Source: an optimization exercise on an open RTL-to-GDS flow (aim: small area, a short achievable clock period and few clock cycles). Production flows keep margins and buffers that such runs may drop.
Where RTL was checked, it was by simulation tests only, not by an equivalence proof against the original.
Only the layout flow was run in run 5; the RTL was not checked for function there.
Power figures rest on the tool's default switching activity, not on a simulated workload.

File: flow/flow/run.sh
#!/bin/bash
# Standard ORFS layout, with plain buffers on the ports instead of the
# delay cells buffer_ports picks by default. Synthesis is the standard one.
set -euo pipefail
bash standard.sh synth > synth.log 2>&1
export BUFFER_PORTS_ARGS="-buffer_cell sky130_fd_sc_hd__buf_1"
bash standard.sh > layout.log 2>&1
File: flow/standard.sh
#!/bin/bash
# synth_recipe.tcl (not shown) runs the flow's synth.tcl, then flattens the netlist and writes it again
# the make line also repeats each setting of config.mk as NAME=value (left out here)
make -C /OpenROAD-flow-scripts/flow DESIGN_CONFIG=/design/flow/config.mk WORK_HOME=/design/flow/orfs CLKGATE_MAP_FILE= SYNTH_SCRIPT=/design/flow/synth_recipe.tcl "${@:-finish}"
File: flow/config.mk
export PLATFORM = sky130hd
export DESIGN_NAME = DMA_AHB_Master
export DESIGN_NICKNAME = DMA_AHB_Master
export VERILOG_FILES = /design/flow/design.v
export SDC_FILE = /design/flow/constraint.sdc
export NUM_CORES = 4
export LEC_CHECK = 0
export CAP_MARGIN = 20
export CORE_MARGIN = 2
export CORE_UTILIZATION = 55
export CTS_BUF_LIST = sky130_fd_sc_hd__clkbuf_16
export CTS_CLUSTER_DIAMETER = 80
export CTS_CLUSTER_SIZE = 20
export PLACE_DENSITY = 0.7
export SETUP_SLACK_MARGIN = 3.6
export SLEW_MARGIN = 20
File: flow/constraint.sdc
create_clock -name core_clock -period 6.0 [get_ports {HCLK}]
set_input_delay 1.2000 -clock core_clock [delete_from_list [all_inputs] [get_ports {HCLK}]]
set_output_delay 1.2000 -clock core_clock [all_outputs]
set_load 0.01 [all_outputs]
File: flow/design.v
module DMA_AHB_Master #(
    parameter ADDR_WIDTH = 32,
    parameter DATA_WIDTH = 32,
    parameter BASE_ADDR  = 32'h0000_0000
)(
    input wire HCLK,
    input wire HRESETn,
    input wire [ADDR_WIDTH-1:0] HADDR,
    input wire [1:0] HTRANS,
    input wire HWRITE,
    input wire [DATA_WIDTH-1:0] HWDATA,
    output reg [DATA_WIDTH-1:0] HRDATA,
    output reg [ADDR_WIDTH-1:0] master_HADDR,
    output reg [2:0] master_HBURST,
    output reg master_HMASTLOCK,
    output reg [3:0] master_HPROT,
    output reg [2:0] master_HSIZE,
    output reg [1:0] master_HTRANS,
    output reg [DATA_WIDTH-1:0] master_HWDATA,
    output reg master_HWRITE,
    input wire [DATA_WIDTH-1:0] master_HRDATA,
    input wire master_HREADY,
    input wire master_HRESP
);
    reg [31:2] src_q;
    reg [31:2] dst_q;
    reg [31:0] size_q;
    reg        busy;
    reg        done;
    reg        w_src, w_dst, w_size;
    reg        wr_q;       
    reg [31:2] addr_q;
    reg [31:2] alt_q;
    reg [28:0] left_q;     
    reg [31:0] data_q;     
    wire hit     = ~|HADDR[31:5] & ~|HADDR[1:0];
    wire a_start = hit & (HADDR[4:2] == 3'd0);
    wire a_src   = hit & (HADDR[4:2] == 3'd1);
    wire a_dst   = hit & (HADDR[4:2] == 3'd2);
    wire a_size  = hit & (HADDR[4:2] == 3'd3);
    wire a_done  = hit & (HADDR[4:2] == 3'd4);
    wire wacc    = HTRANS[1] & HWRITE;
    wire [31:2] src_d  = w_src  ? data_q[31:2] : src_q;
    wire [31:2] dst_d  = w_dst  ? data_q[31:2] : dst_q;
    wire [31:0] size_d = w_size ? data_q : size_q;
    wire st    = wacc & a_start & HWDATA[0];
    wire frac  = |size_q[1:0];
    wire last  = (left_q == 29'd0) | ((left_q == 29'd1) & ~frac);
    wire fin   = busy & wr_q & master_HREADY & last;
    wire busy_d = st | (busy & ~fin);
    always @(posedge HCLK or negedge HRESETn) begin
        if (!HRESETn) begin
            w_src  <= 1'b1;
            w_dst  <= 1'b1;
            w_size <= 1'b1;
            busy   <= 1'b0;
            done   <= 1'b0;
        end else begin
            w_src  <= wacc & a_src;
            w_dst  <= wacc & a_dst;
            w_size <= wacc & a_size;
            busy   <= busy_d;
            done   <= (done & ~st) | fin;
        end
    end
    always @(posedge HCLK or negedge HRESETn) begin
        if (!HRESETn) begin
            data_q <= 32'd0;
        end else begin
            if (~busy) data_q <= HWDATA;
            else if (~wr_q) data_q <= master_HRDATA;
        end
    end
    always @(posedge HCLK) begin
        if (~busy) begin
            wr_q   <= 1'b0;
            addr_q <= src_d;
            alt_q  <= dst_d;
            left_q <= size_d[30:2];
        end else if (master_HREADY) begin
            wr_q   <= ~wr_q;
            addr_q <= alt_q;
            alt_q  <= addr_q + 30'd1;
            if (wr_q) left_q <= left_q - 29'd1;
        end
        src_q  <= src_d;
        dst_q  <= dst_d;
        size_q <= size_d;
        HRDATA <= ({32{a_start}} & {31'd0, busy_d})
                | ({32{a_src}}   & {src_d, 2'b00})
                | ({32{a_dst}}   & {dst_d, 2'b00})
                | ({32{a_size}}  & size_d)
                | ({32{a_done}}  & {31'd0, done});
    end
    always @(*) begin
        master_HADDR     = {addr_q, 2'b00};
        master_HBURST    = 3'b000;
        master_HMASTLOCK = 1'b0;
        master_HPROT     = 4'b0000;
        master_HSIZE     = 3'b010;
        master_HTRANS    = {busy, 1'b0};
        master_HWDATA    = data_q;
        master_HWRITE    = wr_q;
    end
endmodule
==> results of run 1 <==
-- stage by stage --
stage	std cells	cell area, um2	utilization (%)	total power [uW]
after global routing	1441	12700	65.2	3060
after global placement	1395	11900	61.4	1910
final	1441	12700	65.2	2960
after CTS	1431	12500	64.6	2980
after floorplan	996	11200	-	1860
after detailed placement	1395	11900	61.4	1910
-- power breakdown --
group / leakage, uW / switching [uW] / internal (uW) / total [uW]
clock: 0.000269 / 567 / 518 / 1090
sequential: 0.00253 / 16.1 / 1760 / 1780
combinational: 0.00215 / 61.6 / 38.0 / 99.6
total: 0.00495 / 645 / 2320 / 2960
-- area by class of cell --
type | instances | area (um2) | area share (%)
inverters | 33 | 124 | 0.979
clock inverters | 11 | 48.8 | 0.386
multi-input cells | 643 | 4620 | 36.5
repair buffers | 221 | 991 | 7.83
clock buffers | 17 | 425 | 3.36
well taps | 265 | 332 | 2.62
flip-flops and latches | 251 | 6110 | 48.3
-- sequential cells by signal, summed over array words and instances (netlist names), 29 cells and up --
register and flops:
HRDATA 32, addr_q 30, alt_q 30, data_q 32, dst_q 30, left_q 29, size_q 32, src_q 30
-- layer usage --
layer / up-vias / wire (um) / GRT usage, %
met2: 253 / 12900 / 42.0
met3: 35 / 1500 / 3.51
met5: - / 0 / 0
li1: 3824 / - / -
met1: 3922 / 12100 / 35.3
met4: 0 / 441 / 5.16
-- cell usage in the layout (no fill, tap or decap), types with 4 or more instances in the layout --
cell       instances
nor4_4             4
mux2i_1           32
nand3_1           11
o32ai_2           16
ha_1               4
buf_4             20
clkbuf_16         17
nand2_1           18
nor4_1            14
dfrtp_1           32
mux2_2           123
a21oi_1           88
and3_1             7
dfxtp_1          124
xnor2_1           32
xor2_1            17
a31oi_1            6
buf_1            190
nor4_2             4
o21ai_0            6
edfxtp_1          89
nor3_1            16
conb_1            14
inv_1             42
o32ai_1           10
clkbuf_2           4
or3_1              6
nor2_1           168
nand4_1           12
-- timing repair --
item	4_1_cts	5_1_grt
endpoints found under the setup margin	123	19
buffers inserted	6	10
pin swaps	1	1
cloned	2	0
gates resized for setup	13	10
-- cell families (layout without fill, tap and decap cells) --
kind of cell               Yosys count  count (layout)  synth area share, %
DFF                                251             251                 56.2
buffers and inverters              103             282                 4.18
other                                2              14               0.0691
adders and majority gates            4               4                0.460
xor gates and xnor gates            49              49                 3.95
muxes                              155             155                 15.7
AOI/OAI and AO/OA                  134             134                 7.36
and+or+nand+nor                    286             287                 12.1
-- worst min path at each step --
stage	start	endpoint	slack, ns	depth (start not counted)
after floorplan	size_q[31]	size_q[31]	0.45	1
after global placement	size_q[31]	size_q[31]	0.46	1
after detailed placement	size_q[31]	size_q[31]	0.47	1
after CTS	size_q[31]	size_q[31]	0.49	1
after global routing	size_q[31]	size_q[31]	0.51	1
final	size_q[31]	size_q[31]	0.49	1
==> results.yml, run 1 <==
sta:
  period_share_pct: 39.6
  fmax_mhz: 421
  finalSetupViolations: 0
  hold_viol: 0
  setup_slack_ns: 3.62
  setup_tns_ns: 0
  rsz0062_at_grt: "yes"
  slew_headroom_pct: 35.4
  slew_viol_final: 0
  skew_ns: 0.0139
  tightest_slew_ns: 0.969
  hold_ws_ns: 0.490
  fin_crit_ns: 2.38
grt:
  grt_overflow_total: 0
  grt_pass1_wl_mm: 40.4
  grt_pass1_vias: 7404
  antenna_found_initial: 0
  grt_start_max_net_pins: 104
  grtUsageTotal_pct: 25.1
clock_network:
  cts_tree: "yes"
  cts_max_path_buffers: 3
  htree_levels: 1
  cts-root-buf: "clkbuf_16"
  clkTransAtPathRegs_ns: 0.08
  clk_latency_ns: 0.49
  cts-hold-fix-buffers: 0
  numCtsBuffers: 16
  cts.sinks: 251
synthesis:
  yosysTopAreaCell: "edfxtp_1"
  syn_inst: 984
  yosysMostFrequentCell: "nor2_1"
  synth_flop_cell: "dfxtp_1"
  synth-edff-count: 89
  yosys_warnings: 1
  synth_common_cells: "nor2_1, dfxtp_1, mux2_2"
  ys_seq_area_share_pct: 56.2
  synth_top_area_share_pct: 24.6
  synth_area_leaders: "edfxtp_1, dfxtp_1, mux2_2, dfrtp_1, nor2_1"
  yosysUniqueCellTypes: 47
  syn-mean-instance-area_um2: 11.0
  async_reset_ff_share_pct: 14.7
  ys_ff_latch: 251
  syn_area_mm2: 0.0109
die:
  fp.dieW_um: 145
  design.core.area_mm2: 0.0194
  start_util_pct: 56.0
  pin_count: 213
  rows: 51
  dieArea_mm2: 0.0209
  die_y_um: 145
worst_setup_path:
  critical_path_depth: 1
  cp-start-kind: "flip-flop"
  reg2reg_slack_ns: 3.66
  r2r_end: "alt_q[20]"
  cp_slowest_cell: "edfxtp_1"
  critPathLaunch: "addr_q[15]"
  crit_type: "flip-flop to primary output"
  cp_max_fo: 4
  rr_startpoint: "addr_q[2]"
  critical_path.max_stage_delay_ns: 0.51
  end_kind: "primary output"
  reg2reg_depth: 7
  worst_ep_required_time_ns: 4.80
  critical-path-top-delay-family: "flip-flops"
  crit_chain: "clkbuf_2"
  cp_num_buf_inv: 1
  worstPathArrival_ns: 1.18
  endpoint: "master_HADDR[15]"
routing:
  dr.pass1.iters: 5
  finalWirelength_mm: 26.9
  drc_errors: 0
  vias: 8034
  drt_iter0_drc: 480
  wire_per_inst_um: 18.7
  ant_nets: 0
  viasPerCell: 5.58
power_and_ir_drop:
  power_per_cell_area_mw_per_mm2: 234
  peakVddDrop_uv: 192
  power_leakage_uw: 0.00495
placed_design:
  pre_cts_ws_ns: 2.88
  gp_congestion: 0.798
  port_buffers: 196
  dp_hpwl_mm: 16.2
status:
  status: "timing/DRC/antenna clean"
min_path:
  hold_class: "flip-flop to flip-flop"
cells_and_area:
  diodes: 0
  num-fill-cells: 1629
  syn2layout_area_growth_pct: 16.4
  drive_gt1_share_pct: 18.3
  nets: 1273
job:
  drv_cap: 0
Testbench counts, summed over its fixed seeds: cycles 9,069.
==> run 2, diff against run 1 <==
--- a/flow/config.mk
+++ b/flow/config.mk
@@ -9,8 +9,8 @@
 export CORE_MARGIN = 2
 export CORE_UTILIZATION = 55
 export CTS_BUF_LIST = sky130_fd_sc_hd__clkbuf_16
-export CTS_CLUSTER_DIAMETER = 80
-export CTS_CLUSTER_SIZE = 20
+export CTS_CLUSTER_DIAMETER = 120
+export CTS_CLUSTER_SIZE = 30
 export PLACE_DENSITY = 0.7
 export SETUP_SLACK_MARGIN = 3.6
 export SLEW_MARGIN = 20
==> results.yml, run 2 <==
synthesis:
  syn-mean-instance-area_um2: 11.0
  synth_flop_cell: "dfxtp_1"
  synth_area_leaders: "edfxtp_1, dfxtp_1, mux2_2, dfrtp_1, nor2_1"
  ys_seq_area_share_pct: 56.2
  yosys_warnings: 1
  yosysTopAreaCell: "edfxtp_1"
  syn_area_mm2: 0.0109
  yosysUniqueCellTypes: 47
  synth_top_area_share_pct: 24.6
  syn_inst: 984
  synth-edff-count: 89
  ys_ff_latch: 251
  async_reset_ff_share_pct: 14.7
  synth_common_cells: "nor2_1, dfxtp_1, mux2_2"
  yosysMostFrequentCell: "nor2_1"
sta:
  slew_headroom_pct: 36.3
  slew_viol_final: 0
  rsz0062_at_grt: "yes"
  period_share_pct: 39.8
  fmax_mhz: 418
  finalSetupViolations: 0
  fin_crit_ns: 2.39
  hold_viol: 0
  tightest_slew_ns: 0.956
  skew_ns: 0.0278
  setup_tns_ns: 0
worst_setup_path:
  cp_max_fo: 4
  crit_chain: "clkbuf_2"
  crit_type: "flip-flop to primary output"
  cp_num_buf_inv: 1
  end_kind: "primary output"
  cp-start-kind: "flip-flop"
  critical-path-top-delay-family: "flip-flops"
  worst_ep_required_time_ns: 4.80
  cp_slowest_cell: "edfxtp_1"
  critical_path.max_stage_delay_ns: 0.53
  worstPathArrival_ns: 1.19
  reg2reg_slack_ns: 3.67
cells_and_area:
  syn2layout_area_growth_pct: 15.7
  mostFrequentLayoutCells: "buf_1, nor2_1, dfxtp_1, mux2_2, edfxtp_1"
  reg.largest.list: "HRDATA x32, data_q x32, size_q x32"
  diodes: 0
  final_common_cell: "buf_1"
  num-fill-cells: 1627
  drive_gt1_share_pct: 18.4
  nets: 1270
power_and_ir_drop:
  power_leakage_uw: 0.00491
  power.switching_uw: 624
  p_int_uw: 2210
  combPwrFrac_pct: 3.5
  total_power_uw: 2830
  power_per_cell_area_mw_per_mm2: 225
  p_sw_share_pct: 22.0
  clock_power_share_pct: 33.7
  peakVddDrop_uv: 189
  seqPwrFrac_pct: 62.8
die:
  design.core.area_mm2: 0.0194
  dieArea_mm2: 0.0209
  pin_count: 213
  die_y_um: 145
  rows: 51
  fp.dieW_um: 145
  start_util_pct: 56.0
routing:
  vias: 7999
  finalWirelength_mm: 26.8
  ant_nets: 0
  wire_per_inst_um: 18.7
  drt_iter0_drc: 550
  viasPerCell: 5.58
  dr.pass1.iters: 5
  drc_errors: 0
grt:
  grt_pass1_wl_mm: 40.0
  antenna_found_initial: 0
  grt_pass1_vias: 7320
  grt_overflow_total: 0
  grt_start_max_net_pins: 104
  grtUsageTotal_pct: 24.9
status:
  status: "timing/DRC/antenna clean"
clock_network:
  cts_tree: "yes"
  clk_latency_ns: 0.49
  cts-root-buf: "clkbuf_16"
  clkTransAtPathRegs_ns: 0.12
  htree_levels: 1
  numCtsBuffers: 12
  cts_max_path_buffers: 3
  cts.sinks: 251
job:
  drv_cap: 0
placed_design:
  dp_hpwl_mm: 16.2
  port_buffers: 196
  gp_congestion: 0.798
min_path:
  hold_class: "flip-flop to flip-flop"
run 2: cell families (layout without fill, tap and decap cells):
family	after synthesis	in the layout	share of synthesized area [%]
flip-flops	251	251	56.2
AND/OR/NAND/NOR	286	287	12.1
buffers and inverters	103	275	4.18
adder cells (fa/ha/maj)	4	4	0.460
multiplexers	155	155	15.7
other	2	14	0.0691
XOR/XNOR	49	49	3.95
AO/OA/AOI/OAI	134	134	7.36
run 2: final timing paths:
check,from,end,cells after the start
min in group asynchronous,HRESETn,data_q[28],2
max,addr_q[15],master_HADDR[15],1
max in group asynchronous,HRESETn,busy,2
min,size_q[31],size_q[31],1
max reg2reg,addr_q[15],alt_q[28],5
min reg2reg,size_q[31],size_q[31],1
run 2: routing by layer:
metal / part of all wire (%) / wire (um) / track usage, %
met3: 5.4 / 1440 / 3.68
met5: 0 / 0 / 0
met4: 1.4 / 377 / 5.01
met1: 45 / 12100 / 34.6
met2: 48 / 12900 / 42.0
run 2: cell type report:
class	instances	area, um2	share of cell area (%)
Sequential cell	251	6110	48.6
Multi-Input combinational cell	643	4640	36.9
Timing Repair Buffer	222	1010	8.00
Tap cell	265	332	2.64
Clock buffer	13	325	2.59
Inverter	33	124	0.984
Clock inverter	7	42.5	0.338
run 2: power by group through the flow:
stage	combinational, uW	sequential, uW	clock, uW
floorplan	48.5	1820	0
global placement	96.6	1810	0
detailed placement	98.6	1820	0
CTS	101	1780	963
global route	113	1780	1020
finish	99.6	1780	953
run 2: what timing repair did:
action / 4_1_cts / 5_1_grt
hold buffers: 0 / 0
cloned: 2 / 0
setup endpoints to repair: 123 / 20
resized for setup: 13 / 17
buffers inserted: 7 / 10
pin swaps: 1 / 1
run 2: through the flow:
step           instances  cell area (um2)  hold WS, ns  utilization, %  setup WS, ns
3_5_place_dp        1395            11900        0.465            61.4          2.88
4_1_cts             1424            12400        0.494            64.1          3.48
5_1_grt             1434            12600        0.513            64.9          3.57
3_3_place_gp        1395            11900        0.458            61.4          2.87
2_1_floorplan        996            11200        0.452               -          3.43
6_report            1434            12600        0.493            64.9          3.61
==> run 3, diff against run 2 <==
--- a/flow/design.v
+++ b/flow/design.v
@@ -48,6 +48,17 @@
     wire last  = (left_q == 29'd0) | ((left_q == 29'd1) & ~frac);
     wire fin   = busy & wr_q & master_HREADY & last;
     wire busy_d = st | (busy & ~fin);
+    reg [31:0] rd_word;
+    always @(*) begin
+        case (HADDR[4:2])
+            3'd0:    rd_word = {31'd0, busy_d};
+            3'd1:    rd_word = {src_d, 2'b00};
+            3'd2:    rd_word = {dst_d, 2'b00};
+            3'd3:    rd_word = size_d;
+            3'd4:    rd_word = {31'd0, done};
+            default: rd_word = 32'd0;
+        endcase
+    end
     always @(posedge HCLK or negedge HRESETn) begin
         if (!HRESETn) begin
             w_src  <= 1'b1;
@@ -86,11 +97,7 @@
         src_q  <= src_d;
         dst_q  <= dst_d;
         size_q <= size_d;
-        HRDATA <= ({32{a_start}} & {31'd0, busy_d})
-                | ({32{a_src}}   & {src_d, 2'b00})
-                | ({32{a_dst}}   & {dst_d, 2'b00})
-                | ({32{a_size}}  & size_d)
-                | ({32{a_done}}  & {31'd0, done});
+        HRDATA <= hit ? rd_word : 32'd0;
     end
     always @(*) begin
         master_HADDR     = {addr_q, 2'b00};
--- a/flow/config.mk
+++ b/flow/config.mk
@@ -9,8 +9,8 @@
 export CORE_MARGIN = 2
 export CORE_UTILIZATION = 55
 export CTS_BUF_LIST = sky130_fd_sc_hd__clkbuf_16
-export CTS_CLUSTER_DIAMETER = 120
-export CTS_CLUSTER_SIZE = 30
+export CTS_CLUSTER_DIAMETER = 100
+export CTS_CLUSTER_SIZE = 25
 export PLACE_DENSITY = 0.7
 export SETUP_SLACK_MARGIN = 3.6
 export SLEW_MARGIN = 20
==> results.yml, run 3 <==
sta:
  period_share_pct: 39.8
  finalSetupViolations: 0
  fmax_mhz: 419
  hold_viol: 0
  rsz0062_at_grt: "yes"
  setup_tns_ns: 0
  slew_viol_final: 0
  skew_ns: 0.0322
  tightest_slew_ns: 0.976
  fin_crit_ns: 2.39
  slew_headroom_pct: 35.0
min_path:
  hold_class: "flip-flop to flip-flop"
worst_setup_path:
  cp_max_fo: 4
  cp-start-kind: "flip-flop"
  cp_slowest_cell: "edfxtp_1"
  crit_type: "flip-flop to primary output"
  crit_chain: "buf_1"
  critical-path-top-delay-family: "flip-flops"
  worstPathArrival_ns: 1.19
  end_kind: "primary output"
  cp_num_buf_inv: 1
  critical_path.max_stage_delay_ns: 0.53
  worst_ep_required_time_ns: 4.80
synthesis:
  synth_common_cells: "dfxtp_1, mux2_2, a21oi_1"
  yosys_warnings: 1
  syn_inst: 947
  syn_area_mm2: 0.0108
  async_reset_ff_share_pct: 14.7
  synth-edff-count: 89
  yosysTopAreaCell: "edfxtp_1"
  syn-mean-instance-area_um2: 11.4
  yosysMostFrequentCell: "dfxtp_1"
  ys_seq_area_share_pct: 56.5
  yosysUniqueCellTypes: 47
  synth_area_leaders: "edfxtp_1, dfxtp_1, mux2_2, dfrtp_1, a21oi_1"
  synth_flop_cell: "dfxtp_1"
  synth_top_area_share_pct: 24.7
  ys_ff_latch: 251
die:
  start_util_pct: 55.7
  die_y_um: 144
  pin_count: 213
  design.core.area_mm2: 0.0194
  dieArea_mm2: 0.0208
  rows: 51
  fp.dieW_um: 144
clock_network:
  clk_latency_ns: 0.49
  cts_max_path_buffers: 3
  clkTransAtPathRegs_ns: 0.09
  cts_tree: "yes"
  numCtsBuffers: 14
  cts-root-buf: "clkbuf_16"
  cts-hold-fix-buffers: 0
  cts.sinks: 251
  htree_levels: 1
status:
  status: "timing/DRC/antenna clean"
routing:
  drc_errors: 0
  vias: 7851
  wl_met2_mm: 12.1
  route.top_layer_used: "met5"
  dr.pass1.iters: 5
  ant_nets: 0
  viasPerCell: 5.56
  finalWirelength_mm: 26.5
  route.met3.wl_mm: 1.82
  drt_iter0_drc: 596
  drt-met1-wl_mm: 11.9
  wire_per_inst_um: 18.8
cells_and_area:
  seq_area_mm2: 0.00611
  diodes: 0
  final_common_cell: "buf_1"
  syn2layout_area_growth_pct: 15.2
  drive_gt1_share_pct: 17.9
  final_util_pct: 64.2
  mostFrequentLayoutCells: "buf_1, dfxtp_1, mux2_2, a21oi_1, nor2_1"
  num-fill-cells: 1561
  multi_input_area_mm2: 0.00449
  reg.largest.list: "HRDATA x32, data_q x32, size_q x32"
  nets: 1247
grt:
  grt_pass1_wl_mm: 40.4
  grt_start_max_net_pins: 84
  grt_pass1_vias: 7512
  grt_overflow_total: 0
  grtUsageTotal_pct: 25.2
  antenna_found_initial: 1
power_and_ir_drop:
  power_per_cell_area_mw_per_mm2: 232
  power_leakage_uw: 0.00484
  total_power_uw: 2880
  peakVddDrop_uv: 258
placed_design:
  port_buffers: 196
  dp_hpwl_mm: 16.7
  gp_congestion: 0.779
job:
  drv_cap: 0
[run 3: cell types whose count changed after synthesis, moves of 7 or more]
cell	delta
nor2_1	-69
inv_1	-25
xnor2_1	+7
a22oi_1	+30
nand2_1	+29
a21oi_1	+31
o32ai_1	-26
[run 3: final cells by class]
cell class	count	area share (%)
flip-flops and latches	251	49.1
multi-input cells	632	36.1
repair buffers	234	8.40
clock buffers	15	3.02
well taps	265	2.66
clock inverters	9	0.493
inverters	7	0.211
[run 3: per-layer routing]
metal	up-vias	global-route usage [%]
li1	3763	-
met1	3751	35.7
met2	290	40.5
met3	45	3.91
met4	2	7.00
met5	-	0
[run 3: worst paths after layout]
check                            from              end  slack, ns  depth (start not counted)
max in group asynchronous     HRESETn             busy       4.79                          2
min in group asynchronous     HRESETn        data_q[8]       0.78                          2
hold / removal             size_q[31]       size_q[31]       0.49                          1
hold reg to reg            size_q[31]       size_q[31]       0.49                          1
setup reg to reg            left_q[6]       left_q[21]       3.70                          6
setup / recovery            addr_q[2]  master_HADDR[2]       3.61                          1
[run 3: metrics by stage]
stage / hold WS (ns) / worst slack, ns / cells / area, um2
after global placement: 0.461 / 2.98 / 1359 / 11700
after CTS: 0.488 / 3.48 / 1393 / 12300
after floorplan: 0.450 / 3.71 / 959 / 10900
after detailed placement: 0.464 / 2.88 / 1359 / 11700
after global routing: 0.506 / 3.58 / 1413 / 12400
final: 0.485 / 3.61 / 1413 / 12400
[run 3: what timing repair did]
item | in CTS | in global routing
pin swaps | 1 | 2
gates resized for setup | 6 | 8
cloned | 0 | 0
endpoints found under the setup margin | 50 | 48
setup buffers | 10 | 20
[run 3: kinds of logic after synthesis]
family	synth area share (%)
flip-flops	56.5
XOR/XNOR	4.45
adder cells (fa/ha/maj)	0.463
other	0.0695
multiplexers	15.9
buffers and inverters	3.16
AO/OA/AOI/OAI	8.21
AND/OR/NAND/NOR	11.3
[run 3: power by group]
part           switching (uW)  internal [uW]
sequential               16.7           1760
clock                     559            466
combinational            50.3           31.6
Testbench counts of run 3, summed over its fixed seeds: cycles 9,069.
==> run 4, diff against run 3 <==
--- a/flow/config.mk
+++ b/flow/config.mk
@@ -12,5 +12,5 @@
 export CTS_CLUSTER_DIAMETER = 100
 export CTS_CLUSTER_SIZE = 25
 export PLACE_DENSITY = 0.7
-export SETUP_SLACK_MARGIN = 3.6
+export SETUP_SLACK_MARGIN = 3.7
 export SLEW_MARGIN = 20
==> results.yml, run 4 <==
sta:
  tightest_slew_ns: 0.960
  fin_crit_ns: 2.39
  finalSetupViolations: 0
  slew_viol_final: 0
  rsz0062_at_grt: "yes"
  period_share_pct: 39.8
  hold_viol: 0
  setup_tns_ns: 0
  slew_headroom_pct: 36.0
  skew_ns: 0.0297
  fmax_mhz: 419
clock_network:
  numCtsBuffers: 14
  htree_levels: 1
  cts.sinks: 251
  cts_tree: "yes"
  cts-hold-fix-buffers: 0
  cts_max_path_buffers: 3
  cts-root-buf: "clkbuf_16"
  clk_latency_ns: 0.49
  clkTransAtPathRegs_ns: 0.09
placed_design:
  place_inst: 1359
  gp_congestion: 0.779
  dp_hpwl_mm: 16.7
  port_buffers: 196
grt:
  grt_pass1_vias: 7779
  grt_start_max_net_pins: 84
  grt_overflow_total: 0
  antenna_found_initial: 2
  grt_pass1_wl_mm: 41.9
  grtUsageTotal_pct: 26.3
worst_setup_path:
  reg2reg_depth: 6
  cp_slowest_cell: "edfxtp_1"
  crit_type: "flip-flop to primary output"
  r2r_end: "alt_q[28]"
  critical-path-top-delay-family: "flip-flops"
  critPathLaunch: "addr_q[2]"
  endpoint: "master_HADDR[2]"
  worst_ep_required_time_ns: 4.80
  cp-start-kind: "flip-flop"
  crit_chain: "buf_1"
  end_kind: "primary output"
  cp_num_buf_inv: 1
  critical_path_depth: 1
  rr_startpoint: "addr_q[4]"
  cp_max_fo: 4
  critical_path.max_stage_delay_ns: 0.53
  reg2reg_slack_ns: 3.68
  worstPathArrival_ns: 1.19
cells_and_area:
  reg.largest.list: "HRDATA x32, data_q x32, size_q x32"
  mostFrequentLayoutCells: "buf_1, dfxtp_1, mux2_2, a21oi_1"
  seq_area_mm2: 0.00612
  drive_gt1_share_pct: 24.6
  nets: 1311
  final_common_cell: "buf_1"
  diodes: 0
  num-fill-cells: 1519
  syn2layout_area_growth_pct: 20.7
  multi_input_area_mm2: 0.00454
  fin_cells: 1477
routing:
  vias: 8223
  viasPerCell: 5.57
  drt_iter0_drc: 576
  dr.pass1.iters: 5
  ant_nets: 0
  finalWirelength_mm: 28.0
  wire_per_inst_um: 18.9
  drc_errors: 0
synthesis:
  synth_top_family_by_area: "multiplexers"
  muxShareOfSynthArea_pct: 15.9
  synth_flop_cell: "dfxtp_1"
  synth_common_cells: "dfxtp_1, mux2_2, a21oi_1"
  ys_ff_latch: 251
  async_reset_ff_share_pct: 14.7
  ys_seq_area_share_pct: 56.5
  synth_top_area_share_pct: 24.7
  yosysUniqueCellTypes: 47
  syn-mean-instance-area_um2: 11.4
  syn_inst: 947
  yosys_warnings: 1
  synth-compound-area-share_pct: 8.21
  synth-simple-area-share_pct: 11.3
  yosysTopAreaCell: "edfxtp_1"
  synthAdderAreaFrac_pct: 0.463
  syn_area_mm2: 0.0108
  yosysMostFrequentCell: "dfxtp_1"
  synth_area_leaders: "edfxtp_1, dfxtp_1, mux2_2, dfrtp_1, a21oi_1"
  synth-edff-count: 89
  synth-xor-area-share_pct: 4.45
die:
  fp.dieW_um: 144
  dieArea_mm2: 0.0208
  die_y_um: 144
  start_util_pct: 55.7
  design.core.area_mm2: 0.0194
  pin_count: 213
  rows: 51
power_and_ir_drop:
  peakVddDrop_uv: 257
  power_per_cell_area_mw_per_mm2: 223
  power_leakage_uw: 0.00524
min_path:
  hold_class: "flip-flop to flip-flop"
status:
  status: "timing/DRC/antenna clean"
job:
  drv_cap: 0
[run 4: final cells by class]
cell class | count | area share, %
Sequential cell | 251 | 46.9
Clock buffer | 15 | 2.88
Inverter | 7 | 0.202
Tap cell | 265 | 2.54
Timing Repair Buffer | 297 | 12.1
Clock inverter | 9 | 0.470
Multi-Input combinational cell | 633 | 34.9
[run 4: timing repair]
action | CTS | global route
buffers inserted | 51 | 42
pin swaps | 3 | 3
endpoints found under the setup margin | 108 | 58
resized for setup | 25 | 34
cloned | 1 | 0
[run 4: logic make-up (layout without fill, tap and decap cells)]
family / Yosys count / count (layout)
xor gates and xnor gates: 54 / 54
muxes: 156 / 156
buffers and inverters: 76 / 328
adders and majority gates: 4 / 4
other: 2 / 14
and+or+nand+nor: 246 / 247
DFF: 251 / 251
AOI/OAI and AO/OA: 158 / 158
[run 4: how the worst min path moves through the flow]
stage	slack, ns	startpoint	end	cells past startpoint
after global routing	0.51	src_q[6]	src_q[6]	1
after floorplan	0.45	done	done	1
after CTS	0.49	size_q[31]	size_q[31]	1
after detailed placement	0.46	size_q[31]	size_q[31]	1
after global placement	0.46	size_q[31]	size_q[31]	1
final	0.48	size_q[31]	size_q[31]	1
[run 4: through the flow]
step	area (um2)	setup slack, ns	utilization, %	hold WS (ns)	power [uW]
2_1_floorplan	10900	3.71	-	0.450	1850
3_5_place_dp	11700	2.88	60.3	0.464	1900
5_1_grt	13000	3.57	67.2	0.506	3000
3_3_place_gp	11700	2.98	60.3	0.461	1900
4_1_cts	12600	3.60	65.1	0.488	2920
6_report	13000	3.61	67.2	0.484	2910
[run 4: report_power, final]
group | total, uW | switching [uW] | leakage [uW] | internal [uW]
Clock | 1030 | 559 | 0.000237 | 466
Sequential | 1770 | 9.48 | 0.00253 | 1760
Combinational | 109 | 63.0 | 0.00247 | 45.9
Total | 2910 | 632 | 0.00524 | 2270
[run 4: layer usage]
metal	up-vias	global-route usage [%]	wire length, um
li1	3900	-	-
met1	3930	36.5	12000
met2	334	42.3	13100
met3	55	4.57	2160
met4	4	8.33	677
met5	-	0	23
==> run 5, diff against run 4 <==
--- a/flow/design.v
+++ b/flow/design.v
@@ -29,6 +29,8 @@
     reg        done;
     reg        w_src, w_dst, w_size;
     reg        wr_q;       
+    reg        wr_o;       
+    reg        busy_o;     
     reg [31:2] addr_q;
     reg [31:2] alt_q;
     reg [28:0] left_q;     
@@ -65,12 +67,14 @@
             w_dst  <= 1'b1;
             w_size <= 1'b1;
             busy   <= 1'b0;
+            busy_o <= 1'b0;
             done   <= 1'b0;
         end else begin
             w_src  <= wacc & a_src;
             w_dst  <= wacc & a_dst;
             w_size <= wacc & a_size;
             busy   <= busy_d;
+            busy_o <= st | (busy_o & ~fin);
             done   <= (done & ~st) | fin;
         end
     end
@@ -85,11 +89,13 @@
     always @(posedge HCLK) begin
         if (~busy) begin
             wr_q   <= 1'b0;
+            wr_o   <= 1'b0;
             addr_q <= src_d;
             alt_q  <= dst_d;
             left_q <= size_d[30:2];
         end else if (master_HREADY) begin
             wr_q   <= ~wr_q;
+            wr_o   <= ~wr_o;
             addr_q <= alt_q;
             alt_q  <= addr_q + 30'd1;
             if (wr_q) left_q <= left_q - 29'd1;
@@ -105,8 +111,8 @@
         master_HMASTLOCK = 1'b0;
         master_HPROT     = 4'b0000;
         master_HSIZE     = 3'b010;
-        master_HTRANS    = {busy, 1'b0};
+        master_HTRANS    = {busy_o, 1'b0};
         master_HWDATA    = data_q;
-        master_HWRITE    = wr_q;
+        master_HWRITE    = wr_o;
     end
 endmodule
--- a/flow/config.mk
+++ b/flow/config.mk
@@ -12,5 +12,5 @@
 export CTS_CLUSTER_DIAMETER = 100
 export CTS_CLUSTER_SIZE = 25
 export PLACE_DENSITY = 0.7
-export SETUP_SLACK_MARGIN = 3.7
+export SETUP_SLACK_MARGIN = 3.6
 export SLEW_MARGIN = 20
==> results.yml, run 5 <==
synthesis:
  synth-compound-area-share_pct: 9.26
  muxShareOfSynthArea_pct: 15.5
  synth_common_cells: "dfxtp_1, mux2_2, nor2_1"
  synthAdderAreaFrac_pct: 0.456
  synth_top_area_share_pct: 24.3
  synth_flop_cell: "dfxtp_1"
  synth-simple-area-share_pct: 11.3
  yosysMostFrequentCell: "dfxtp_1"
  synth-edff-count: 89
  synth_area_leaders: "edfxtp_1, dfxtp_1, mux2_2, dfrtp_1, a21oi_1"
  ys_seq_area_share_pct: 56.0
  yosys_warnings: 1
  ys_ff_latch: 253
  synth-xor-area-share_pct: 4.15
  syn_area_mm2: 0.0110
  synth_top_family_by_area: "multiplexers"
  yosysUniqueCellTypes: 55
  async_reset_ff_share_pct: 15.0
  yosysTopAreaCell: "edfxtp_1"
  syn-mean-instance-area_um2: 11.6
  syn_inst: 950
placed_design:
  placed_cell_area_mm2: 0.0119
  gp_congestion: 0.785
  port_buffers: 196
  place_inst: 1361
  dp_hpwl_mm: 16.1
power_and_ir_drop:
  peakVddDrop_uv: 200
  combPwrFrac_pct: 2.9
  power_leakage_uw: 0.00483
  clock_power_share_pct: 36.0
  p_sw_share_pct: 21.5
  p_int_uw: 2300
  power_per_cell_area_mw_per_mm2: 235
  seqPwrFrac_pct: 61.2
  power.switching_uw: 630
sta:
  hold_ws_ns: 0.467
  tightest_slew_ns: 1.02
  period_share_pct: 43.3
  setup_tns_ns: 0
  hold_viol: 0
  slew_viol_final: 0
  slew_headroom_pct: 32.3
  fin_crit_ns: 2.60
  fmax_mhz: 385
  finalSetupViolations: 0
  rsz0062_at_grt: "yes"
  skew_ns: 0.0243
die:
  fp.dieW_um: 145
  start_util_pct: 56.3
  die_y_um: 145
  dieArea_mm2: 0.0211
  rows: 51
  design.core.area_mm2: 0.0195
  pin_count: 213
worst_setup_path:
  critical_path.max_stage_delay_ns: 0.59
  cp_max_fo: 31
  worst_ep_required_time_ns: 6.42
  end_kind: "flip-flop"
  reg2reg_slack_ns: 3.62
  cp_slowest_cell: "or4b_4"
  crit_chain: "buf_1 > or4_4 > or4b_4 > nor3_4 > nand2_2 > buf_12 > a31oi_1"
  crit_type: "input port to flip-flop"
  critical-path-top-delay-family: "simple AND/OR/NAND/NOR gates"
  cp_num_buf_inv: 2
  worstPathArrival_ns: 3.01
  cp-start-kind: "input port"
status:
  status: "timing/DRC/antenna clean"
cells_and_area:
  fin_cells: 1393
  syn2layout_area_growth_pct: 13.3
  mostFrequentLayoutCells: "buf_1, dfxtp_1, mux2_2, nor2_1, edfxtp_1"
  diodes: 0
  final_util_pct: 63.7
  nets: 1227
  final_common_cell: "buf_1"
  reg.largest.list: "HRDATA x32, data_q x32, size_q x32"
  finalInstanceArea_mm2: 0.0124
  drive_gt1_share_pct: 19.0
clock_network:
  clkTransAtPathRegs_ns: 0.09
  cts.sinks: 253
  cts-hold-fix-buffers: 0
  htree_levels: 1
  numCtsBuffers: 14
  cts_tree: "yes"
  cts-root-buf: "clkbuf_16"
  cts_max_path_buffers: 3
  clk_latency_ns: 0.49
grt:
  grt_pass1_wl_mm: 40.5
  grtUsageTotal_pct: 23.7
  grt_overflow_total: 0
  antenna_found_initial: 0
  grt_pass1_vias: 7611
  grt_start_max_net_pins: 91
min_path:
  hold_class: "flip-flop to flip-flop"
routing:
  vias: 7789
  finalWirelength_mm: 25.7
  dr.pass1.iters: 5
  ant_nets: 0
  viasPerCell: 5.59
  drc_errors: 0
  wire_per_inst_um: 18.5
  drt_iter0_drc: 429
job:
  drv_cap: 0
run 5: kinds of logic after synthesis:
logic type	Yosys count
flip-flops	253
AND/OR/NAND/NOR	249
AO/OA/AOI/OAI	161
multiplexers	155
buffers and inverters	74
XOR/XNOR	52
adder cells (fa/ha/maj)	4
other	2
run 5: routing by layer:
layer  GRT usage (%)  wire length [um]
met4            5.69               437
met1            32.8             11700
met2            39.9             12300
met3            2.99              1280
met5               0                 0
run 5: path summary, 6_finish.rpt:
path,depth (start not counted),endpoint,startpoint
worst max-delay path,7,HRDATA[0],HADDR[15]
worst min-delay path,1,size_q[31],size_q[31]
worst max register to register,6,HRDATA[0],busy
worst min register to register,1,size_q[31],size_q[31]
max in group asynchronous,2,busy,HRESETn
min in group asynchronous,2,data_q[7],HRESETn
run 5: what timing repair did:
item                       CTS  global route
setup buffers                2             5
pin swaps                    0             1
gates resized for setup      8             5
setup endpoints to repair   62            47
cloned                       1             0
run 5: per-stage QoR:
| stage | setup slack (ns) | power (uW) |
|---|---|---|
| after detailed placement | 2.74 | 1910 |
| after floorplan | 3.13 | 1870 |
| final | 3.40 | 2930 |
| after CTS | 3.41 | 2950 |
| after global routing | 3.35 | 3010 |
| after global placement | 2.78 | 1910 |
run 5: final cells by class:
cell class | count | area [um2]
clock inverters | 8 | 46.3
fillers | 1646 | 7080
flip-flops and latches | 253 | 6160
repair buffers | 213 | 925
inverters | 3 | 11.3
multi-input cells | 635 | 4570
well taps | 265 | 332
clock buffers | 16 | 400
run 5: power groups by stage:
stage | clock network, uW | registers (uW) | logic [uW]
floorplan | 0 | 1830 | 36.3
global placement | 0 | 1830 | 82.4
detailed placement | 0 | 1830 | 83.9
CTS | 1070 | 1790 | 84.5
global route | 1130 | 1790 | 93.8
finish | 1050 | 1790 | 83.6
run 5: worst reg2reg max path, delay by kind of cell, from the launching register on:
family / cells / cell delay (ns)
DFF: 1 / 0.76
AOI/OAI and AO/OA: 2 / 0.18
buffers and inverters: 1 / 0.40
and+or+nand+nor: 3 / 0.93
==> run 6, diff against run 5 <==
--- a/flow/design.v
+++ b/flow/design.v
@@ -29,6 +29,7 @@
     reg        done;
     reg        w_src, w_dst, w_size;
     reg        wr_q;       
+    reg        first_q;    
     reg        wr_o;       
     reg        busy_o;     
     reg [31:2] addr_q;
@@ -88,16 +89,18 @@
     end
     always @(posedge HCLK) begin
         if (~busy) begin
-            wr_q   <= 1'b0;
-            wr_o   <= 1'b0;
-            addr_q <= src_d;
-            alt_q  <= dst_d;
-            left_q <= size_d[30:2];
+            wr_q    <= 1'b0;
+            wr_o    <= 1'b0;
+            first_q <= 1'b1;
+            addr_q  <= src_d;
+            alt_q   <= dst_d;
+            left_q  <= size_d[30:2];
         end else if (master_HREADY) begin
-            wr_q   <= ~wr_q;
-            wr_o   <= ~wr_o;
-            addr_q <= alt_q;
-            alt_q  <= addr_q + 30'd1;
+            wr_q    <= ~wr_q;
+            wr_o    <= ~wr_o;
+            first_q <= 1'b0;
+            addr_q  <= alt_q + {29'd0, ~first_q};
+            alt_q   <= addr_q;
             if (wr_q) left_q <= left_q - 29'd1;
         end
         src_q  <= src_d;
==> results.yml, run 6 <==
synthesis:
  synth-edff-count: 89
  syn_area_mm2: 0.0110
  yosysMostFrequentCell: "dfxtp_1"
  async_reset_ff_share_pct: 15.0
  syn_inst: 961
  yosysUniqueCellTypes: 54
  synth_flop_cell: "dfxtp_1"
  syn-mean-instance-area_um2: 11.5
  synth_top_area_share_pct: 24.3
  ys_ff_latch: 254
  ys_seq_area_share_pct: 56.0
  synth_common_cells: "dfxtp_1, mux2_2, a21oi_1"
  yosys_warnings: 1
  yosysTopAreaCell: "edfxtp_1"
  synth_area_leaders: "edfxtp_1, dfxtp_1, mux2_2, dfrtp_1, a21oi_1"
cells_and_area:
  mostFrequentLayoutCells: "buf_1, dfxtp_1, mux2_2, a21oi_1, nor2_1"
  final_common_cell: "buf_1"
  nets: 1233
  syn2layout_area_growth_pct: 12.4
  finalInstanceArea_mm2: 0.0124
  diodes: 0
  reg.largest.list: "HRDATA x32, data_q x32, size_q x32"
  drive_gt1_share_pct: 16.3
worst_setup_path:
  cp_max_fo: 5
  cp-start-kind: "flip-flop"
  end_kind: "primary output"
  cp_slowest_cell: "dfrtp_1"
  worst_ep_required_time_ns: 4.80
  crit_type: "flip-flop to primary output"
  crit_chain: "buf_1"
  critical_path.max_stage_delay_ns: 0.48
  cp_num_buf_inv: 1
  critical-path-top-delay-family: "flip-flops"
  worstPathArrival_ns: 1.14
power_and_ir_drop:
  seqPwrFrac_pct: 61.8
  p_sw_share_pct: 21.7
  power_leakage_uw: 0.00477
  p_int_uw: 2280
  power.switching_uw: 631
  power_per_cell_area_mw_per_mm2: 235
  combPwrFrac_pct: 2.9
  clock_power_share_pct: 35.3
  peakVddDrop_uv: 253
grt:
  use_met1_pct: 34.8
  antenna_found_initial: 0
  grt_overflow_total: 0
  grt_pass1_wl_mm: 42.5
  grt_pass1_vias: 7767
  grtUsageTotal_pct: 24.8
  use_met2_pct: 42.3
  top_usage_layer: "met2"
  grt_start_max_net_pins: 208
  use_met3_pct: 2.66
sta:
  fmax_mhz: 427
  period_share_pct: 39.1
  setup_tns_ns: 0
  skew_ns: 0.0275
  slew_viol_final: 0
  tightest_slew_ns: 1.01
  slew_headroom_pct: 32.9
  hold_viol: 0
  rsz0062_at_grt: "no"
  finalSetupViolations: 0
  fin_crit_ns: 2.34
routing:
  dr.pass1.iters: 5
  ant_nets: 0
  finalWirelength_mm: 27.0
  drt_iter0_drc: 480
  viasPerCell: 5.64
  vias: 7880
  wire_per_inst_um: 19.3
  drc_errors: 0
die:
  design.core.area_mm2: 0.0196
  die_y_um: 146
  fp.dieW_um: 146
  start_util_pct: 56.2
  pin_count: 213
  dieArea_mm2: 0.0212
  rows: 51
min_path:
  hold_class: "flip-flop to flip-flop"
placed_design:
  port_buffers: 196
  placed_cell_area_mm2: 0.0119
  gp_congestion: 0.792
  dp_hpwl_mm: 16.8
clock_network:
  clk_latency_ns: 0.49
  cts-hold-fix-buffers: 0
  cts-root-buf: "clkbuf_16"
  cts.sinks: 254
  htree_levels: 1
  cts_max_path_buffers: 3
  clkTransAtPathRegs_ns: 0.10
  numCtsBuffers: 14
  cts_tree: "yes"
job:
  drv_cap: 0
status:
  status: "timing/DRC/antenna clean"
[run 6: per-layer routing]
metal	vias up	routed length (um)
li1	3749	-
met1	3905	12400
met2	198	13100
met3	28	1110
met4	0	356
met5	-	0
[run 6: stage by stage]
stage	std cells	power [uW]	util, %	setup slack, ns	hold slack (ns)
2_1_floorplan	973	1870	-	3.60	0.442
3_3_place_gp	1372	1920	60.6	2.90	0.453
3_5_place_dp	1372	1920	60.6	2.86	0.465
4_1_cts	1398	2930	63.0	3.62	0.481
5_1_grt	1398	3000	63.2	3.60	0.502
6_report	1398	2910	63.2	3.66	0.476
[run 6: repair_timing]
item | in CTS | in global routing
endpoints found under the setup margin | 37 | 34
pin swaps | 2 | 0
setup buffers | 1 | 0
resized for setup | 5 | 7
gates cloned | 1 | 0
[run 6: cells by family (layout without fill, tap and decap cells)]
kind of cell | after synthesis | in the layout | share of synthesized area [%]
DFF | 254 | 254 | 56.0
adders and majority gates | 5 | 5 | 0.568
other | 2 | 14 | 0.0682
xor gates and xnor gates | 54 | 54 | 4.29
buffers and inverters | 74 | 233 | 3.41
muxes | 157 | 157 | 15.7
AOI/OAI and AO/OA | 158 | 158 | 8.12
and+or+nand+nor | 257 | 258 | 11.9
[run 6: path summary, 6_finish.rpt]
path | startpoint | end | slack, ns | cells after the start
min | first_q | first_q | 0.48 | 2
min reg2reg | first_q | first_q | 0.48 | 2
max | data_q[5] | master_HWDATA[5] | 3.66 | 1
min in group asynchronous | HRESETn | data_q[3] | 0.77 | 2
max in group asynchronous | HRESETn | busy | 4.79 | 2
max reg2reg | left_q[0] | left_q[24] | 3.79 | 7
[run 6: power groups by stage]
| stage | sequential, uW | clock (uW) | combinational (uW) |
|---|---|---|---|
| after CTS | 1800 | 1050 | 83.5 |
| after global placement | 1840 | 0 | 80.7 |
| after floorplan | 1840 | 0 | 35.3 |
| after global routing | 1800 | 1110 | 95.0 |
| after detailed placement | 1840 | 0 | 82.0 |
| final | 1800 | 1030 | 84.2 |
[run 6: layout make-up]
| cell class | instances | area [um2] |
|---|---|---|
| Fill cell | 1658 | 7200 |
| Clock inverter | 9 | 60.1 |
| Timing Repair Buffer | 204 | 810 |
| Clock buffer | 15 | 375 |
| Multi-Input combinational cell | 646 | 4620 |
| Sequential cell | 254 | 6180 |
| Inverter | 5 | 18.8 |
| Tap cell | 265 | 332 |
Testbench counts of run 6, summed over its fixed seeds: cycles 9,069.
==> run 7, diff against run 6 <==
--- a/flow/config.mk
+++ b/flow/config.mk
@@ -11,6 +11,6 @@
 export CTS_BUF_LIST = sky130_fd_sc_hd__clkbuf_16
 export CTS_CLUSTER_DIAMETER = 100
 export CTS_CLUSTER_SIZE = 25
-export PLACE_DENSITY = 0.7
+export PLACE_DENSITY = 0.6
 export SETUP_SLACK_MARGIN = 3.6
 export SLEW_MARGIN = 20
==> results.yml, run 7 <==
sta:
  finalSetupViolations: 0
  fmax_mhz: 428
  fin_crit_ns: 2.34
  skew_ns: 0.0259
  slew_viol_final: 0
  slew_headroom_pct: 32.2
  tightest_slew_ns: 1.02
  setup_tns_ns: 0
  period_share_pct: 39.0
  hold_viol: 0
  rsz0062_at_grt: "no"
worst_setup_path:
  critical_path.max_stage_delay_ns: 0.33
  cp_max_fo: 4
  cp_num_buf_inv: 2
  worstPathArrival_ns: 2.72
  worst_ep_required_time_ns: 6.38
  crit_type: "input port to flip-flop"
  critical-path-top-delay-family: "simple AND/OR/NAND/NOR gates"
  cp_slowest_cell: "nor4_2"
  cp-start-kind: "input port"
  reg2reg_depth: 7
  crit_chain: "buf_1 > nor4_2 > nand2_1 > nor4_4 > buf_4 > nand4_1 > a21bo_2"
  critical_path_depth: 7
  end_kind: "flip-flop"
routing:
  dr.pass1.iters: 5
  ant_nets: 0
  vias: 7850
  finalWirelength_mm: 26.8
  wire_per_inst_um: 19.2
  viasPerCell: 5.61
  drc_errors: 0
  drt_iter0_drc: 536
synthesis:
  synth_top_area_share_pct: 24.3
  synth_area_leaders: "edfxtp_1, dfxtp_1, mux2_2, dfrtp_1, a21oi_1"
  syn-mean-instance-area_um2: 11.5
  ys_ff_latch: 254
  yosysMostFrequentCell: "dfxtp_1"
  yosys_warnings: 1
  ys_seq_area_share_pct: 56.0
  synth-edff-count: 89
  async_reset_ff_share_pct: 15.0
  synth_common_cells: "dfxtp_1, mux2_2, a21oi_1"
  syn_inst: 961
  syn_area_mm2: 0.0110
  yosysTopAreaCell: "edfxtp_1"
  yosysUniqueCellTypes: 54
  synth_flop_cell: "dfxtp_1"
clock_network:
  cts.sinks: 254
  cts_max_path_buffers: 3
  htree_levels: 1
  cts-root-buf: "clkbuf_16"
  clkTransAtPathRegs_ns: 0.10
  cts-hold-fix-buffers: 0
  clk_latency_ns: 0.49
  cts_tree: "yes"
  numCtsBuffers: 14
grt:
  grt_overflow_total: 0
  grt_pass1_vias: 7632
  grt_pass1_wl_mm: 42.0
  grtUsageTotal_pct: 24.7
  grt_start_max_net_pins: 90
  antenna_found_initial: 0
placed_design:
  gp_congestion: 0.755
  port_buffers: 196
  dp_hpwl_mm: 16.8
cells_and_area:
  diodes: 0
  syn2layout_area_growth_pct: 12.2
  nets: 1234
  final_util_pct: 63.1
  final_common_cell: "buf_1"
  drive_gt1_share_pct: 16.0
  num-fill-cells: 1709
  reg.largest.list: "HRDATA x32, data_q x32, size_q x32"
  mostFrequentLayoutCells: "buf_1, dfxtp_1, mux2_2, a21oi_1, nor2_1"
die:
  fp.dieW_um: 146
  start_util_pct: 56.2
  dieArea_mm2: 0.0212
  pin_count: 213
  rows: 51
  die_y_um: 146
  design.core.area_mm2: 0.0196
power_and_ir_drop:
  peakVddDrop_uv: 256
  total_power_uw: 2920
  power_per_cell_area_mw_per_mm2: 236
  power_leakage_uw: 0.00477
min_path:
  hold_class: "flip-flop to flip-flop"
  holdPathStages: 2
job:
  drv_cap: 0
status:
  status: "timing/DRC/antenna clean"
run 7: cell counts after synthesis:
No cell type changed its count.
run 7: cell type report:
type                    instances  area, um2  area share (%)
flip-flops and latches        254       6180            50.0
inverters                       5       18.8           0.152
repair buffers                205        808            6.54
clock buffers                  15        375            3.04
multi-input cells             646       4590            37.1
well taps                     265        332            2.68
clock inverters                 9       60.1           0.486
run 7: cell families after synthesis:
kind of cell / count (synthesis) / synth area share, %
AO/OA/AOI/OAI: 158 / 8.12
XOR/XNOR: 54 / 4.29
adder cells (fa/ha/maj): 5 / 0.568
buffers and inverters: 74 / 3.41
flip-flops: 254 / 56.0
multiplexers: 157 / 15.7
other: 2 / 0.0682
AND/OR/NAND/NOR: 257 / 11.9
run 7: worst register-to-register path: stages, from the launching register on:
cell and delay [ns]:
dfxtp_1 0.31, inv_1 0.07, ha_1 0.25, ha_1 0.34, and2_0 0.57, nand4_1 0.20, xor2_1 0.21, a21oi_1 0.09
run 7: what timing repair did:
item,in CTS,in global routing
gates resized for setup,4,5
gates cloned,1,0
buffers inserted,1,0
pin swaps,2,0
endpoints found under the setup margin,31,37
run 7: power breakdown:
group / switching (uW) / leakage, uW / internal, uW
logic: 52.2 / 0.00196 / 31.7
clock network: 571 / 0.000239 / 466
registers: 15.2 / 0.00256 / 1780
run 7: final timing paths:
path | endpoint | from | slack [ns]
setup / recovery | done | HADDR[5] | 3.66
hold / removal | busy_o | busy_o | 0.49
setup reg to reg | addr_q[16] | first_q | 3.69
hold reg to reg | busy_o | busy_o | 0.49
max in group asynchronous | busy | HRESETn | 4.77
min in group asynchronous | data_q[11] | HRESETn | 0.78
run 7: layer usage:
| metal | part of all wire [%] | up-vias | wire (um) | global-route usage, % |
|---|---|---|---|---|
| li1 | - | 3743 | - | - |
| met1 | 48 | 3857 | 12800 | 36.2 |
| met2 | 46 | 217 | 12400 | 40.2 |
| met3 | 4.0 | 33 | 1080 | 2.73 |
| met4 | 1.9 | 0 | 498 | 4.61 |
| met5 | 0 | - | 0 | 0 |
run 7: stage by stage:
stage | cells | instance area, um2 | hold slack, ns | setup WS (ns)
floorplan | 973 | 11100 | 0.442 | 3.60
global placement | 1373 | 11900 | 0.458 | 2.85
detailed placement | 1373 | 11900 | 0.462 | 2.82
CTS | 1399 | 12300 | 0.486 | 3.64
global route | 1399 | 12400 | 0.510 | 3.59
finish | 1399 | 12400 | 0.488 | 3.66
==> run 8, diff against run 7 <==
--- a/flow/config.mk
+++ b/flow/config.mk
@@ -11,6 +11,6 @@
 export CTS_BUF_LIST = sky130_fd_sc_hd__clkbuf_16
 export CTS_CLUSTER_DIAMETER = 100
 export CTS_CLUSTER_SIZE = 25
-export PLACE_DENSITY = 0.6
+export PLACE_DENSITY = 0.8
 export SETUP_SLACK_MARGIN = 3.6
 export SLEW_MARGIN = 20
==> results.yml, run 8 <==
power_and_ir_drop:
  peakVddDrop_uv: 217
  power_leakage_uw: 0.00475
  power_per_cell_area_mw_per_mm2: 234
sta:
  tightest_slew_ns: 0.984
  rsz0062_at_grt: "no"
  slew_viol_final: 0
  fmax_mhz: 423
  setup_slack_ns: 3.63
  period_share_pct: 39.4
  skew_ns: 0.0265
  fin_crit_ns: 2.37
  slew_headroom_pct: 34.4
  hold_ws_ns: 0.487
  hold_viol: 0
  finalSetupViolations: 0
  setup_tns_ns: 0
worst_setup_path:
  cp_num_buf_inv: 1
  crit_type: "flip-flop to primary output"
  critical-path-top-delay-family: "flip-flops"
  end_kind: "primary output"
  cp-start-kind: "flip-flop"
  worst_ep_required_time_ns: 4.80
  crit_chain: "buf_1"
  critical_path.max_stage_delay_ns: 0.47
  cp_slowest_cell: "dfrtp_1"
  worstPathArrival_ns: 1.17
  cp_max_fo: 5
placed_design:
  dp_hpwl_mm: 17.0
  placed_cell_area_mm2: 0.0119
  port_buffers: 196
  gp_congestion: 0.841
  pre_cts_ws_ns: 3.22
routing:
  vias: 7844
  drc_errors: 0
  dr.pass1.iters: 5
  ant_nets: 0
  finalWirelength_mm: 26.2
  viasPerCell: 5.61
  wire_per_inst_um: 18.7
  drt_iter0_drc: 542
synthesis:
  syn-mean-instance-area_um2: 11.5
  syn_inst: 961
  ys_ff_latch: 254
  yosys_warnings: 1
  yosysMostFrequentCell: "dfxtp_1"
  synth_area_leaders: "edfxtp_1, dfxtp_1, mux2_2, dfrtp_1, a21oi_1"
  yosysTopAreaCell: "edfxtp_1"
  synth_flop_cell: "dfxtp_1"
  synth_top_area_share_pct: 24.3
  syn_area_mm2: 0.0110
  synth_common_cells: "dfxtp_1, mux2_2, a21oi_1"
  async_reset_ff_share_pct: 15.0
  yosysUniqueCellTypes: 54
  ys_seq_area_share_pct: 56.0
  synth-edff-count: 89
grt:
  grt_pass1_wl_mm: 41.2
  grt_start_max_net_pins: 65
  antenna_found_initial: 0
  grt_pass1_vias: 7735
  grtUsageTotal_pct: 24.0
  grt_overflow_total: 0
die:
  die_y_um: 146
  pin_count: 213
  fp.dieW_um: 146
  start_util_pct: 56.2
  rows: 51
  dieArea_mm2: 0.0212
  design.core.area_mm2: 0.0196
clock_network:
  clkTransAtPathRegs_ns: 0.10
  cts-hold-fix-buffers: 0
  htree_levels: 1
  cts-root-buf: "clkbuf_16"
  cts_tree: "yes"
  post_cts_buffers: 0
  numCtsBuffers: 14
  cts_max_path_buffers: 3
  cts.sinks: 254
  clk_latency_ns: 0.51
status:
  status: "timing/DRC/antenna clean"
cells_and_area:
  reg.largest.list: "HRDATA x32, data_q x32, size_q x32"
  final_util_pct: 62.9
  final_common_cell: "buf_1"
  diodes: 0
  syn2layout_area_growth_pct: 11.9
  finalInstanceArea_mm2: 0.0123
  drive_gt1_share_pct: 15.9
  nets: 1233
  mostFrequentLayoutCells: "buf_1, dfxtp_1, mux2_2, a21oi_1, nor2_1"
job:
  drv_cap: 0
min_path:
  hold_class: "flip-flop to flip-flop"
-- run 8: cell counts after synthesis --
No cell type changed its count.
-- run 8: cell families (layout without fill, tap and decap cells) --
family                   Yosys count  after routing  synth area share, %
multiplexers                     157            157                 15.7
flip-flops                       254            254                 56.0
adder cells (fa/ha/maj)            5              5                0.568
other                              2             14               0.0682
XOR/XNOR                          54             54                 4.29
AO/OA/AOI/OAI                    158            158                 8.12
buffers and inverters             74            234                 3.41
AND/OR/NAND/NOR                  257            257                 11.9
-- run 8: area by class of cell --
cell class	instances	area, um2
Fill cell	1593	7260
Tap cell	265	332
Multi-Input combinational cell	645	4570
Clock buffer	14	350
Sequential cell	254	6180
Inverter	5	18.8
Timing Repair Buffer	205	808
Clock inverter	10	76.3
-- run 8: repair_timing --
item / in CTS / in global routing
gates resized for setup: 1 / 5
cloned: 0 / 0
endpoints found under the setup margin: 3 / 29
endpoints found under the hold margin: 0 / 0
-- run 8: path summary, 6_finish.rpt --
| kind | start | endpoint | slack, ns | cells past startpoint |
|---|---|---|---|---|
| worst min-delay path | size_q[31] | size_q[31] | 0.49 | 1 |
| worst min register to register | size_q[31] | size_q[31] | 0.49 | 1 |
| max in group asynchronous | HRESETn | busy | 4.82 | 2 |
| min in group asynchronous | HRESETn | data_q[3] | 0.75 | 2 |
| worst max-delay path | data_q[6] | master_HWDATA[6] | 3.63 | 1 |
| worst max register to register | left_q[2] | left_q[27] | 3.77 | 5 |
-- run 8: power by group --
group / internal (uW) / switching [uW]
logic: 31.5 / 49.9
registers: 1780 / 16.1
clock network: 444 / 568
total: 2260 / 634
-- run 8: routing by layer --
metal	up-vias	wire length [um]	GRT usage, %
met1	3811	11200	31.9
met2	250	13000	41.3
li1	3744	-	-
met4	0	546	6.42
met5	-	0	0
met3	39	1390	3.48
-- run 8: stage by stage --
stage,total power (uW),cells
after global placement,1910,1374
after CTS,2910,1398
after floorplan,1870,973
after global routing,2970,1398
after detailed placement,1920,1374
final,2890,1398
==> run 9, diff against run 8 <==
--- a/flow/config.mk
+++ b/flow/config.mk
@@ -14,3 +14,4 @@
 export PLACE_DENSITY = 0.8
 export SETUP_SLACK_MARGIN = 3.6
 export SLEW_MARGIN = 20
+export TNS_END_PERCENT = 0
==> results.yml, run 9 <==
power_and_ir_drop:
  peakVddDrop_uv: 280
  power_per_cell_area_mw_per_mm2: 235
  power_leakage_uw: 0.00474
placed_design:
  dp_hpwl_mm: 16.7
  gp_congestion: 0.824
  port_buffers: 196
  placed_cell_area_mm2: 0.0119
worst_setup_path:
  worstPathArrival_ns: 1.20
  cp-start-kind: "flip-flop"
  crit_chain: "buf_1"
  critical-path-top-delay-family: "flip-flops"
  end_kind: "primary output"
  cp_max_fo: 5
  critical_path.max_stage_delay_ns: 0.51
  worst_ep_required_time_ns: 4.80
  crit_type: "flip-flop to primary output"
  cp_num_buf_inv: 1
  cp_slowest_cell: "dfrtp_1"
synthesis:
  yosysTopAreaCell: "edfxtp_1"
  async_reset_ff_share_pct: 15.0
  syn-mean-instance-area_um2: 11.5
  synth-xor-area-share_pct: 4.29
  syn_inst: 961
  ys_seq_area_share_pct: 56.0
  synth-edff-count: 89
  synth_common_cells: "dfxtp_1, mux2_2, a21oi_1"
  synthAdderAreaFrac_pct: 0.568
  synth_area_leaders: "edfxtp_1, dfxtp_1, mux2_2, dfrtp_1, a21oi_1"
  yosysMostFrequentCell: "dfxtp_1"
  synth_flop_cell: "dfxtp_1"
  muxShareOfSynthArea_pct: 15.7
  synth_top_family_by_area: "multiplexers"
  yosysUniqueCellTypes: 54
  synth-compound-area-share_pct: 8.12
  synth-simple-area-share_pct: 11.9
  synth_top_area_share_pct: 24.3
  ys_ff_latch: 254
  yosys_warnings: 1
  syn_area_mm2: 0.0110
sta:
  slew_headroom_pct: 33.2
  skew_ns: 0.0288
  rsz0062_at_grt: "yes"
  setup_tns_ns: 0
  finalSetupViolations: 0
  hold_viol: 0
  slew_viol_final: 0
  fin_crit_ns: 2.40
  tightest_slew_ns: 1.00
  fmax_mhz: 417
  hold_ws_ns: 0.487
  period_share_pct: 40.0
clock_network:
  cts.sinks: 254
  clk_latency_ns: 0.50
  cts_max_path_buffers: 3
  htree_levels: 1
  clkTransAtPathRegs_ns: 0.10
  cts_tree: "yes"
  cts-hold-fix-buffers: 0
  cts-root-buf: "clkbuf_16"
  numCtsBuffers: 14
min_path:
  hold_class: "flip-flop to flip-flop"
routing:
  drc_errors: 0
  wire_per_inst_um: 18.7
  finalWirelength_mm: 26.2
  wl_met2_mm: 12.8
  drt_iter0_drc: 533
  vias: 7807
  ant_nets: 0
  dr.pass1.iters: 5
  route.met3.wl_mm: 1.33
  drt-met1-wl_mm: 11.3
  route.top_layer_used: "met4"
  viasPerCell: 5.59
cells_and_area:
  syn2layout_area_growth_pct: 11.9
  finalInstanceArea_mm2: 0.0123
  reg.largest.list: "HRDATA x32, data_q x32, size_q x32"
  mostFrequentLayoutCells: "buf_1, dfxtp_1, mux2_2, a21oi_1, nor2_1"
  final_util_pct: 62.9
  nets: 1232
  final_common_cell: "buf_1"
  diodes: 0
  drive_gt1_share_pct: 15.6
grt:
  grt_overflow_total: 0
  antenna_found_initial: 0
  grtUsageTotal_pct: 24.5
  grt_pass1_wl_mm: 42.3
  grt_start_max_net_pins: 132
  grt_pass1_vias: 7792
die:
  design.core.area_mm2: 0.0196
  pin_count: 213
  die_y_um: 146
  rows: 51
  fp.dieW_um: 146
  dieArea_mm2: 0.0212
  start_util_pct: 56.2
status:
  status: "timing/DRC/antenna clean"
job:
  drv_cap: 0
[run 9: cell counts after synthesis]
Identical to the previous run, type by type.
[run 9: worst register-to-register path, stage by stage (launching register included)]
cell,delay (ns)
dfrtp_4,1.02
buf_12,0.52
mux2_2,0.50
[run 9: stage by stage]
step | setup WS [ns] | std cells | power [uW]
2_1_floorplan | 3.59 | 973 | 1870
6_report | 3.60 | 1397 | 2900
4_1_cts | 3.61 | 1397 | 2910
3_5_place_dp | 3.14 | 1373 | 1920
5_1_grt | 3.56 | 1397 | 2990
3_3_place_gp | 3.25 | 1373 | 1910
[run 9: worst paths after layout]
check	to	start	depth (start not counted)	slack (ns)
min in group asynchronous	data_q[3]	HRESETn	2	0.77
max in group asynchronous	busy	HRESETn	2	4.78
hold reg to reg	busy_o	busy_o	2	0.49
hold / removal	busy_o	busy_o	2	0.49
setup reg to reg	alt_q[17]	busy	2	3.74
setup / recovery	master_HWDATA[11]	data_q[11]	1	3.60
[run 9: kinds of logic after synthesis]
logic type,Yosys count
adders and majority gates,5
AOI/OAI and AO/OA,158
other,2
and+or+nand+nor,257
DFF,254
muxes,157
buffers and inverters,74
xor gates and xnor gates,54
[run 9: cell type report]
cell class	instances	area, um2
clock inverters	10	76.3
repair buffers	204	813
inverters	5	18.8
fillers	1558	7270
well taps	265	332
clock buffers	14	350
multi-input cells	645	4560
flip-flops and latches	254	6170
[run 9: power breakdown]
group | internal, uW | switching [uW] | total, uW
logic | 31.3 | 50.8 | 82.1
clock network | 444 | 572 | 1020
registers | 1780 | 15.8 | 1800
[run 9: what timing repair did]
item	CTS	global route
gates cloned	0	0
setup endpoints to repair	5	64
endpoints found under the hold margin	0	0
gates resized for setup	1	3
buffers inserted	0	0
pin swaps	0	0
[run 9: routing by layer]
layer | global-route usage, % | vias to the layer above
met5 | 0 | -
met4 | 7.94 | 0
met3 | 3.45 | 50
met2 | 41.8 | 221
met1 | 32.5 | 3799
li1 | - | 3737

==> port drivers added, routing unchanged <==
The flow's constraints put no driver on any port. The routed layouts listed below were extracted and timed again, unchanged, in two steps. Step 1 sets driving cells, clkbuf_16 on the clock port and buf_2 on the other inputs (assumed; they add their load-dependent delay and slew). Step 2 also shifts input and output timing later by t, the mid clock arrival at the registers, as if the neighbouring blocks saw the same clock. Slacks: no drivers / after step 1 / after step 2; pairs: no drivers / after step 1.
run	t (ns)	slack for setup (ns)	worst setup path after step 2
run 1	0.530	3.624 / 3.578 / 3.148	input to register
run 2	0.520	3.609 / 3.564 / 3.200	input to register
run 3	0.516	3.614 / 3.571 / 3.272	input to register
run 4	0.517	3.611 / 3.567 / 3.262	input to register
run 5	0.522	3.403 / 3.428 / 2.906	input to register
run 6	0.519	3.655 / 3.612 / 3.185	input to register
run 7	0.522	3.662 / 3.627 / 3.164	input to register
run 8	0.542	3.635 / 3.587 / 3.267	input to register
run 9	0.536	3.600 / 3.554 / 3.131	input to register
After both steps every run listed still meets setup and hold. The setup slack of run 7, which loses most, moves by -0.035 ns with the drivers and by -0.498 ns with both steps.
